From an optimization exercise on the open Yosys and OpenROAD flow, aimed at small area and a short achievable clock period; shortcuts taken in it are not production practice. The RTL was checked by simulation tests, not by an equivalence proof against the original design. Power figures rest on the tool's default switching activity, not on a simulated workload.

### design/flow/constraint.sdc
create_clock -name core_clock -period 11.0 [get_ports {clk}]
set_input_delay 2.2000 -clock core_clock [delete_from_list [all_inputs] [get_ports {clk}]]
set_output_delay 2.2000 -clock core_clock [all_outputs]
set_load 0.01 [all_outputs]
### design/flow/run.sh
#!/bin/bash
# synth_recipe.tcl (not shown) runs the flow's synth.tcl, then flattens the netlist and writes it again
# the make line also repeats each setting of config.mk as NAME=value (left out here)
make -C /OpenROAD-flow-scripts/flow DESIGN_CONFIG=/design/flow/config.mk WORK_HOME=/design/flow/orfs CLKGATE_MAP_FILE= SYNTH_SCRIPT=/design/flow/synth_recipe.tcl finish
### design/flow/design.v
module cpu(
    input wire                  clk,
    input wire                  reset,
    output wire                 mem_enable,
    output wire                 mem_rw,
    input wire                  mem_ack,
    output wire [32-1:0] mem_addr,
    input wire [128-1:0]     mem_data_out,
    output wire [128-1:0]    mem_data_in,
    output wire                 dbg_wb_en,
    output wire [5-1:0] dbg_wb_reg,
    output wire [32-1:0] dbg_wb_data
);
   integer i;
   reg [31:2]  pc;
   reg [31:0]  if_instruction;
   reg [31:2]  if_pc;
   reg [31:0]  id_data_reg1, id_data_reg2;
   reg [4:0]   id_addr_reg1, id_addr_reg2;    
   reg [4:0]   id_dest_reg;
   reg         id_regwrite, id_regwrite_mult_in;
   reg [4:0]   id_src1, id_src2;              
   reg [4:0]   id_shamt;
   reg [15:0]  id_imm;
   reg         id_op_add, id_op_sub, id_op_or, id_op_lui, id_op_sll, id_op_mov;
   reg         id_memread, id_memwrite, id_byteword, id_alusrc;
   reg [31:0]  ex_result;
   reg [31:0]  ex_data_store;
   reg [4:0]   ex_dst_reg;
   reg         ex_regwrite, ex_do_read, ex_do_write, ex_memtoreg, ex_is_byte;
   reg [31:0]  m1_result, m2_result, m3_result, m4_result, m5_result;
   reg [4:0]   m1_dst_reg, m2_dst_reg, m3_dst_reg, m4_dst_reg, m5_dst_reg;
   reg         m1_regwrite, m2_regwrite, m3_regwrite, m4_regwrite, m5_regwrite;
   reg [31:0]  dc_wdata;
   reg [4:0]   dc_dst_reg;
   reg         dc_regwrite;
   reg [31:0]  rf [1:31];
   reg [127:0] ic_line [0:3];
   reg [25:0]  ic_tag [0:3];
   reg [3:0]   ic_valid;
   reg         ic_req;
   reg [31:4]  ic_req_addr;
   reg [127:0] dc_line [0:3];
   reg [25:0]  dc_tag [0:3];
   reg [3:0]   dc_valid;
   reg [3:0]   dc_dirty;
   reg         dc_wreq, dc_rreq;
   reg [1:0]   arb_state;
   reg         arb_enable;
   reg         ic_read_ack, dc_read_ack, dc_write_ack;
   wire        wb_regwrite = m5_regwrite | dc_regwrite;
   wire [4:0]  wb_wreg     = dc_regwrite ? dc_dst_reg : m5_dst_reg;
   wire [31:0] wb_wdata    = dc_regwrite ? dc_wdata : m5_result;
   assign dbg_wb_en   = wb_regwrite;
   assign dbg_wb_reg  = wb_wreg;
   assign dbg_wb_data = wb_wdata;
   wire [5:0]  opcode = if_instruction[31:26];
   wire [5:0]  functc = if_instruction[5:0];
   wire [4:0]  rs     = if_instruction[25:21];
   wire [4:0]  rt     = if_instruction[20:16];
   wire [4:0]  rd     = if_instruction[15:11];
   wire op_rtype = opcode == 6'h0;
   wire op_ldb   = opcode == 6'h20;
   wire op_ldw   = opcode == 6'h23;
   wire op_stb   = opcode == 6'h28;
   wire op_stw   = opcode == 6'h2b;
   wire op_li    = opcode == 6'h9;
   wire op_addi  = opcode == 6'h8;
   wire op_ori   = opcode == 6'hD;
   wire op_lui   = opcode == 6'hF;
   wire op_beq   = opcode == 6'h4;
   wire op_bne   = opcode == 6'h5;
   wire op_mov   = opcode == 6'h10;
   wire op_jump  = opcode == 6'h2;
   wire op_stall = opcode == 6'h3f;
   wire [4:0] id_dest_wire =
          (op_stb | op_stw) ? 5'd0
        : (op_ldw | op_ori | op_addi | op_lui) ? rt
        : op_stall ? 5'd0
        : rd;
   wire id_regwrite_wire = op_rtype | op_ldb | op_ldw | op_li | op_addi | op_lui | op_ori;
   wire id_is_mult = op_rtype & (functc == 6'h18);
   wire [31:0] rf1 = (rs == 5'd0) ? 32'd0 : rf[rs];
   wire [31:0] rf2 = (rt == 5'd0) ? 32'd0 : rf[rt];
   wire [31:0] data_reg1 = ((rs == wb_wreg) && wb_regwrite) ? wb_wdata : rf1;
   wire [31:0] data_reg2 = ((rt == wb_wreg) && wb_regwrite) ? wb_wdata : rf2;
   wire [1:0]   dc_idx  = ex_result[5:4];
   wire [25:0]  dc_rtag = ex_result[31:6];
   wire [127:0] dc_lout = dc_line[dc_idx];
   wire [31:0]  dc_word = dc_lout[ex_result[3:2]*32 +: 32];
   wire [7:0]   dc_byte = dc_lout[ex_result[3:0]*8 +: 8];
   wire [31:0]  dc_data_out = ex_is_byte ? {24'h0, dc_byte} : dc_word;
   wire         dc_hit_int = dc_valid[dc_idx] && (dc_tag[dc_idx] == dc_rtag);
   wire         dc_do = ex_do_read | ex_do_write;
   wire ex_fw1 = ex_regwrite && ex_dst_reg != 0 && ex_dst_reg == id_src1;
   wire dc_fw1 = dc_regwrite && dc_dst_reg != 0 && dc_dst_reg == id_src1;
   wire ex_fw2 = ex_regwrite && ex_dst_reg != 0 && ex_dst_reg == id_src2 && ~ex_do_read;
   wire dc_fw2 = dc_regwrite && dc_dst_reg != 0 && dc_dst_reg == id_src2;
   wire ld_fw2 = ex_do_read && ex_dst_reg != 0 && id_memwrite && ex_dst_reg == id_src2;
   wire [31:0] operand1 = ex_fw1 ? ex_result : dc_fw1 ? dc_wdata : id_data_reg1;
   wire [31:0] reg2_sel = ex_fw2 ? ex_result : dc_fw2 ? dc_wdata : id_data_reg2;
   wire [31:0] reg2_fw  = (ex_fw2 | dc_fw2 | ~ld_fw2) ? reg2_sel : dc_data_out;
   wire [31:0] operand2 = id_alusrc ? reg2_sel : {5'd0, {11{id_imm[15]}}, id_imm};
   wire [31:0] sum  = operand1 + operand2;
   wire [31:0] diff = operand1 - operand2;
   wire [31:0] alu_out =
          id_op_add ? sum
        : id_op_sub ? diff
        : id_op_or  ? (operand1 | operand2)
        : id_op_lui ? {operand2[15:0], 16'h0}
        : id_op_sll ? (operand1 << id_shamt)
        : id_op_mov ? operand1
        : 32'd0;
   wire fwb1 = ex_regwrite && (id_dest_reg == rs);
   wire fwb2 = ex_regwrite && (id_dest_reg == rt);
   wire [31:0] br1 = fwb1 ? alu_out : data_reg1;
   wire [31:0] br2 = fwb2 ? alu_out : data_reg2;
   wire is_branch = (op_beq | op_bne) & (br1 != br2);
   wire lu_stall = ex_do_read &&
        ((ex_dst_reg == id_addr_reg1) || ((ex_dst_reg == id_addr_reg2) && ~id_memwrite));
   wire rs_nz = rs != 0;
   wire rt_nz = rt != 0;
   wire raw1 = id_regwrite_mult_in && ((rs == id_dest_reg && rs_nz) || (rt == id_dest_reg && rt_nz));
   wire rawn = rt_nz && (
          (m1_regwrite && (rs == m1_dst_reg || rt == m1_dst_reg))
        | (m2_regwrite && (rs == m2_dst_reg || rt == m2_dst_reg))
        | (m3_regwrite && (rs == m3_dst_reg || rt == m3_dst_reg))
        | (m4_regwrite && (rs == m4_dst_reg || rt == m4_dst_reg)));
   wire waw = id_regwrite_wire && id_dest_wire != 0 && (
          (id_regwrite_mult_in && id_dest_wire == id_dest_reg)
        | (m1_regwrite && id_dest_wire == m1_dst_reg)
        | (m2_regwrite && id_dest_wire == m2_dst_reg));
   wire rawm = id_is_mult && (
          (id_regwrite && ((rs == id_dest_reg && rs_nz) || (rt == id_dest_reg && rt_nz)))
        | (ex_regwrite && ((rs == ex_dst_reg && rs_nz) || (rt == ex_dst_reg && rt_nz))));
   wire mult_stall = raw1 | rawn | waw | rawm;
   wire [1:0]   ic_idx  = pc[5:4];
   wire [127:0] ic_lout = ic_line[ic_idx];
   wire [31:0]  ic_word = ic_lout[pc[3:2]*32 +: 32];
   wire         ic_hit_int = ic_valid[ic_idx] && (ic_tag[ic_idx] == pc[31:6]);
   wire dc_stall = dc_do & ~dc_hit_int;
   wire go        = ~dc_stall & ~mult_stall & ~lu_stall;
   wire pc_write  = go & (is_branch | ic_hit_int);
   wire if_bubble = is_branch | ~ic_hit_int;
   wire id_ex_reset = ~dc_stall & mult_stall;
   wire id_ex_write = ~dc_stall & (mult_stall | ~lu_stall);
   wire ex_mem_reset = ~dc_stall & ~mult_stall & lu_stall;
   wire ex_mem_write = ~dc_stall;
   wire [31:2] pc_branch = if_pc + 30'd1 + {{14{if_instruction[15]}}, if_instruction[15:0]};
   wire [31:2] pc_jump   = {if_pc[31:28], if_instruction[25:0]};
   always @(posedge clk) begin
      if (reset) pc <= 32'h1000 >> 2;
      else if (pc_write) pc <= op_jump ? pc_jump : is_branch ? pc_branch : pc + 30'd1;
   end
   always @(posedge clk) begin
      if (reset) if_instruction <= 32'hffffffff;
      else if (go) if_instruction <= if_bubble ? 32'hffffffff : ic_word;
      if (reset | go) if_pc <= pc;
   end
   always @(posedge clk) begin
      if (reset | id_ex_reset) begin
         id_data_reg1 <= 32'd0;
         id_data_reg2 <= 32'd0;
         id_addr_reg1 <= 5'd0;
         id_addr_reg2 <= 5'd0;
         id_dest_reg <= 5'd0;
         id_regwrite <= 1'b0;
         id_regwrite_mult_in <= 1'b0;
         id_memread <= 1'b0;
         id_memwrite <= 1'b0;
         id_byteword <= 1'b0;
         id_alusrc <= 1'b0;
      end else if (id_ex_write) begin
         id_data_reg1 <= data_reg1;
         id_data_reg2 <= data_reg2;
         id_addr_reg1 <= rs;
         id_addr_reg2 <= rt;
         id_dest_reg <= id_dest_wire;
         id_regwrite <= id_regwrite_wire;
         id_regwrite_mult_in <= id_is_mult;
         id_memread <= op_ldb | op_ldw;
         id_memwrite <= op_stb | op_stw;
         id_byteword <= op_ldw | op_stw;
         id_alusrc <= op_rtype | op_beq | op_bne;
      end
      if (reset | id_ex_write) begin
         id_src1 <= rs;
         id_src2 <= op_ldw ? 5'd0 : rt;
         id_shamt <= if_instruction[10:6];
         id_imm <= if_instruction[15:0];
         id_op_add <= op_ldb | op_ldw | op_stb | op_stw | op_li | op_addi
                      | (op_rtype & functc == 6'h20);
         id_op_sub <= op_beq | (op_rtype & functc == 6'h22);
         id_op_or  <= op_ori;
         id_op_lui <= op_lui;
         id_op_sll <= op_rtype & functc == 6'h0;
         id_op_mov <= op_mov;
      end
   end
   always @(posedge clk) begin
      if (reset | ex_mem_reset) begin
         ex_regwrite <= 1'b0;
         ex_do_read <= 1'b0;
         ex_do_write <= 1'b0;
      end else if (ex_mem_write) begin
         ex_regwrite <= id_regwrite;
         ex_do_read <= id_memread;
         ex_do_write <= id_memwrite;
      end
      if (reset | ex_mem_write) begin
         ex_result <= alu_out;
         ex_data_store <= reg2_fw;
         ex_dst_reg <= id_dest_reg;
         ex_memtoreg <= id_memread;
         ex_is_byte <= ~id_byteword;
      end
   end
   wire [31:0] product = id_data_reg1 * id_data_reg2;
   always @(posedge clk) begin
      if (reset | ex_mem_write) begin
         m1_result <= product;
         m2_result <= m1_result;
         m3_result <= m2_result;
         m4_result <= m3_result;
         m5_result <= m4_result;
         m1_dst_reg <= id_dest_reg;
         m2_dst_reg <= m1_dst_reg;
         m3_dst_reg <= m2_dst_reg;
         m4_dst_reg <= m3_dst_reg;
         m5_dst_reg <= m4_dst_reg;
         m1_regwrite <= id_regwrite_mult_in;
         m2_regwrite <= m1_regwrite;
         m3_regwrite <= m2_regwrite;
         m4_regwrite <= m3_regwrite;
         m5_regwrite <= m4_regwrite;
      end
   end
   always @(posedge clk) begin
      dc_regwrite <= ~reset & ~dc_stall & ex_regwrite;
      dc_dst_reg <= ex_dst_reg;
      dc_wdata <= ex_memtoreg ? dc_data_out : ex_result;
   end
   always @(posedge clk) begin
      for (i = 1; i < 32; i = i + 1) begin
         if (reset) rf[i] <= 32'd0;
         else if (wb_regwrite && wb_wreg == i) rf[i] <= wb_wdata;
      end
   end
   wire arb_done = arb_enable & mem_ack;
   always @(posedge clk) begin
      if (reset) begin
         arb_state <= 2'b00;
         arb_enable <= 1'b0;
         ic_read_ack <= 1'b0;
         dc_read_ack <= 1'b0;
         dc_write_ack <= 1'b0;
      end else begin
         ic_read_ack <= 1'b0;
         dc_read_ack <= 1'b0;
         dc_write_ack <= 1'b0;
         case (arb_state)
            2'b00: begin
               if (~mem_ack) begin
                  if (dc_wreq & ~dc_write_ack) begin
                     arb_state <= 2'b10;
                     arb_enable <= 1'b1;
                  end else if (dc_rreq & ~dc_read_ack) begin
                     arb_state <= 2'b11;
                     arb_enable <= 1'b1;
                  end else if (ic_req & ~ic_read_ack) begin
                     arb_state <= 2'b01;
                     arb_enable <= 1'b1;
                  end
               end
            end
            default: begin
               if (arb_done) begin
                  ic_read_ack <= arb_state == 2'b01;
                  dc_write_ack <= arb_state == 2'b10;
                  dc_read_ack <= arb_state == 2'b11;
                  arb_enable <= 1'b0;
               end
               if (~arb_enable & ~mem_ack) arb_state <= 2'b00;
            end
         endcase
      end
   end
   assign mem_enable  = arb_enable;
   assign mem_rw      = arb_state != 2'b10;
   assign mem_addr    = arb_state == 2'b01 ? {ic_req_addr, 4'h0}
                      : arb_state == 2'b10 ? {dc_tag[dc_idx], dc_idx, 4'h0}
                      : {ex_result[31:4], 4'h0};
   assign mem_data_in = dc_lout;
   wire [1:0] ic_fidx = ic_req_addr[5:4];
   always @(posedge clk) begin
      if (reset) begin
         ic_valid <= 4'b0;
         ic_req <= 1'b0;
      end else begin
         if (ic_read_ack) begin
            ic_tag[ic_fidx] <= ic_req_addr[31:6];
            ic_valid[ic_fidx] <= 1'b1;
            ic_req <= 1'b0;
         end
         if (~is_branch & ~ic_hit_int & ~ic_req) begin
            ic_valid[ic_idx] <= 1'b0;
            ic_req_addr <= pc[31:4];
            ic_req <= 1'b1;
         end
      end
   end
   always @(posedge clk) begin
      if (arb_done && arb_state == 2'b01) ic_line[ic_fidx] <= mem_data_out;
   end
   always @(posedge clk) begin
      if (reset) begin
         dc_valid <= 4'b0;
         dc_dirty <= 4'b0;
         dc_wreq <= 1'b0;
         dc_rreq <= 1'b0;
      end else begin
         if (dc_write_ack) dc_wreq <= 1'b0;
         if (dc_read_ack) begin
            dc_tag[dc_idx] <= dc_rtag;
            dc_valid[dc_idx] <= 1'b1;
            dc_dirty[dc_idx] <= 1'b0;
            dc_rreq <= 1'b0;
         end
         if (dc_do) begin
            if (dc_hit_int) begin
               if (ex_do_write) dc_dirty[dc_idx] <= 1'b1;
            end else if (~dc_rreq & ~dc_wreq) begin
               if (dc_valid[dc_idx] & dc_dirty[dc_idx]) dc_wreq <= 1'b1;
               dc_valid[dc_idx] <= 1'b0;
               dc_rreq <= 1'b1;
            end
         end
      end
   end
   always @(posedge clk) begin
      if (arb_done && arb_state == 2'b11)
         dc_line[dc_idx] <= mem_data_out;
      else if (~reset & dc_do & dc_hit_int & ex_do_write) begin
         if (ex_is_byte) dc_line[dc_idx][ex_result[3:0]*8 +: 8] <= ex_data_store[7:0];
         else dc_line[dc_idx][ex_result[3:2]*32 +: 32] <= ex_data_store;
      end
   end
endmodule
### design/flow/config.mk
export PLATFORM = sky130hd
export DESIGN_NAME = cpu
export DESIGN_NICKNAME = cpu
export VERILOG_FILES = /design/flow/design.v
export SDC_FILE = /design/flow/constraint.sdc
export NUM_CORES = 4
export LEC_CHECK = 0
export CAP_MARGIN = 20
export CORE_MARGIN = 2
export CORE_UTILIZATION = 40
export SLEW_MARGIN = 20
==> results.py <==
metrics = {
    "outcome": {
        "status": "no timing/DRC/antenna violations",
    },
    "setup_path": {
        "rrSetupSlack_ps": 1480,
        "crit_type": "reg2reg",
        "endpoint_kind": "flip-flop",
        "reg2reg_from": "dc_regwrite",
        "worst-r2r-cell-count": 27,
        "required_ps": 11820,
        "crit_fanout": 46,
        "crit_arrival_ps": 10350,
        "start_kind": "flip-flop",
        "r2r_end": "pc[25]",
    },
    "synthesis": {
        "ys_seq_elements": 2783,
        "async_reset_ff_frac": 0,
        "synthCells": 13380,
        "yosysSeqAreaShare": 0.4901,
        "synth_warnings": 34,
        "ys.flop_type": "edfxtp_1",
        "ys_types": 107,
        "synth-edff-count": 1578,
        "avgSynthCellArea_um2": 10.90,
        "syn-cell-area_mm2": 0.1459,
    },
    "power_and_ir_drop": {
        "p_per_area_mw_per_mm2": 133.2,
        "ir_drop_mv": 0.1625,
        "power.leakage_nw": 56.23,
        "total_power_mw": 22.10,
    },
    "floorplanning": {
        "start_util": 0.4022,
        "ios": 331,
        "coreArea_mm2": 0.3628,
        "die_area_mm2": 0.3696,
        "dieWidth_um": 607.9,
        "die_h_um": 607.9,
        "std_cell_rows": 221,
    },
    "finish": {
        "top_regs": "rf x992, dc_line x512, ic_line x512",
        "drive_above_1_share": 0.1200,
        "multiInputGateArea_mm2": 0.06901,
        "nFillCells": 33350,
        "nets": 14070,
        "regArea_mm2": 0.07155,
        "largest_reg_flops": 992,
        "final_util": 0.4572,
        "area_delta_synth_final_pct": 13.68,
        "regMostFlops": "rf",
        "final_cell_mix": "edfxtp_1, nor2_1, dfxtp_1",
        "layout_commonest_cell": "edfxtp_1",
    },
    "min_path": {
        "whs_endpoint": "m2_result[5]",
        "whs_path_depth": 0,
        "min_from": "m1_result[5]",
        "min_path_type": "reg2reg",
    },
    "drt": {
        "antenna_left": 0,
        "drc": 0,
        "avgRoutedWirePerCell_um": 35.82,
        "wl_um": 657500,
        "via_per_inst": 6.640,
        "vias": 121900,
        "initialDrtViolationCount": 21330,
        "first_pass_iters": 9,
    },
    "global_route": {
        "grtUsageTotal": 0.3435,
        "globalRoute.totalOverflow": 0,
        "grt_start_max_net_pins": 189,
        "grt_pass1_wl_um": 907300,
        "grt_pass1_vias": 114200,
        "antenna_found_initial": 71,
    },
    "timing": {
        "setup_viol": 0,
        "rsz0062_at_grt": "false",
        "drv_slew": 0,
        "hold_viol": 0,
        "slew_headroom": 0.07718,
        "fin_setup_tns_ps": 0,
        "skew_ps": 89.36,
        "worst_pin_slew_ps": 1374,
        "period_share": 0.8657,
        "fmax_mhz": 105.0,
        "finalCriticalPeriod_ps": 9523,
    },
    "clock_tree": {
        "cts_buffer_depth": 4,
        "hold_buffers": 0,
        "path_clk_slew_ps": 60,
        "htreeDepth": 5,
        "clock-sinks": 2783,
        "insertion_delay_ps": 970,
        "cts_made_buffers": 311,
        "post_cts_buffers": 0,
        "cts_tree": "done",
        "cts-root-buf": "clkbuf_16",
        "ctsResizeCount": 0,
    },
    "placed_design": {
        "port_buffers": 326,
        "gp_congestion": 1.043,
        "dp_hpwl_um": 442800,
    },
    "run": {
        "drv_cap": 0,
    },
}
how the worst max path moves through the flow:
stage                      from          endpoint  slack [ps]  cells past startpoint
floorplan             flip-flop  ex_data_store[0]        2280                     11
global placement    dc_regwrite            pc[25]        1770                     27
detailed placement  dc_regwrite            pc[25]        1820                     25
CTS                 dc_regwrite            pc[25]        1790                     25
global route        dc_regwrite            pc[25]        1070                     25
finish              dc_regwrite            pc[25]        1480                     27
where the power goes:
part           switching [mW]  leakage [nW]  internal, mW
combinational           0.211          26.3        0.0825
clock                    4.55          5.09          6.28
sequential             0.0152          24.9          11.0
total                    4.78          56.2          17.3
per-stage QoR:
stage | hold slack [ps] | instance area, um2 | setup slack, ps | cells
floorplan | 360.0 | 145900 | 2285 | 13380
global placement | 400.4 | 155200 | 1769 | 17760
detailed placement | 404.5 | 155300 | 1818 | 17760
CTS | 403.0 | 165600 | 1787 | 18320
global route | 405.7 | 165800 | 1070 | 18330
finish | 400.3 | 165900 | 1477 | 18360
cells by family (layout without fill, tap and decap cells):
| kind of cell | after synthesis | after routing | share of synthesized area |
|---|---|---|---|
| fa+ha+maj | 658 | 658 | 0.07758 |
| buf+inv | 1749 | 1892 | 0.04613 |
| simple gates | 3691 | 3691 | 0.1179 |
| other cells | 1 | 40 | 0.00002570 |
| xor+xnor | 323 | 323 | 0.01939 |
| flops | 2783 | 2783 | 0.4901 |
| mux | 644 | 644 | 0.07778 |
| compound gates | 3531 | 3531 | 0.1711 |
final cells by class:
type | count | share of cell area
Antenna cell | 36 | 0.0005432
Clock buffer | 415 | 0.05241
Clock inverter | 144 | 0.01008
Inverter | 590 | 0.01340
Multi-Input combinational cell | 8851 | 0.4161
Sequential cell | 2783 | 0.4314
Tap cell | 4794 | 0.03617
Timing Repair Buffer | 743 | 0.03985
synth_stat cells (216+ instances only):
master	count	share of area
a211oi_1	1070	0.055
a21oi_1	482	0.017
a22oi_1	734	0.038
and2_1	363	0.016
clkbuf_1	968	0.025
dfxtp_1	1205	0.17
edfxtp_1	1578	0.32
fa_1	411	0.056
ha_1	247	0.021
inv_1	582	0.015
mux4_2	383	0.059
nand2_1	747	0.019
nand3_1	216	0.0074
nor2_1	1513	0.039
o21ai_0	384	0.013
xnor2_1	235	0.014
critical path: stages, from the launching register on:
cell	delay, ps
dfxtp_4	810
nand4_1	270
nor4_4	770
buf_4	300
mux2i_1	180
o21ai_0	150
mux2i_1	530
inv_1	100
ha_1	480
inv_1	130
a2111oi_1	490
a211oi_1	230
a2111oi_0	920
nor2_1	190
a221oi_1	380
xnor2_1	200
nand2_1	120
a41oi_1	110
o311ai_0	180
o211ai_1	160
nor4_2	260
nand3_1	250
o41ai_4	610
buf_4	500
nand2_4	410
o32ai_1	380
o21ai_1	100
a21oi_1	150
routing by layer:
layer | wire length, um | track usage | up-vias
met5 | 171 | 0 | -
met4 | 56670 | 0.2382 | 26
met3 | 87120 | 0.1047 | 2580
met2 | 272600 | 0.4955 | 9628
met1 | 240900 | 0.4405 | 59920
li1 | - | - | 49740

[what the ideal ports hide]
No port has a modelled driver above. Below, the same layout with a new extraction and two added sets of constraints.
Step 1 sets driving cells, clkbuf_16 on the clock port and buf_2 on the other inputs (assumed; they add their load-dependent delay and slew).
Step 2 moves the port delays by t, midway between the first and last clock arrival at a register: inputs arrive t later, outputs are due t later. That takes back most of the time a late clock gives input paths.
Three values: ideal ports, drivers, drivers and shift; two values: the first two.
t, ns: 1.036
setup slack, ns: 1.477 / 1.477 / 1.477
clock arrival spread, ns: 0.093 / 0.092
After both steps setup and hold are still met in this run. The setup slack of this run moves by 0.000 ns with the drivers and by 0.000 ns with both steps.
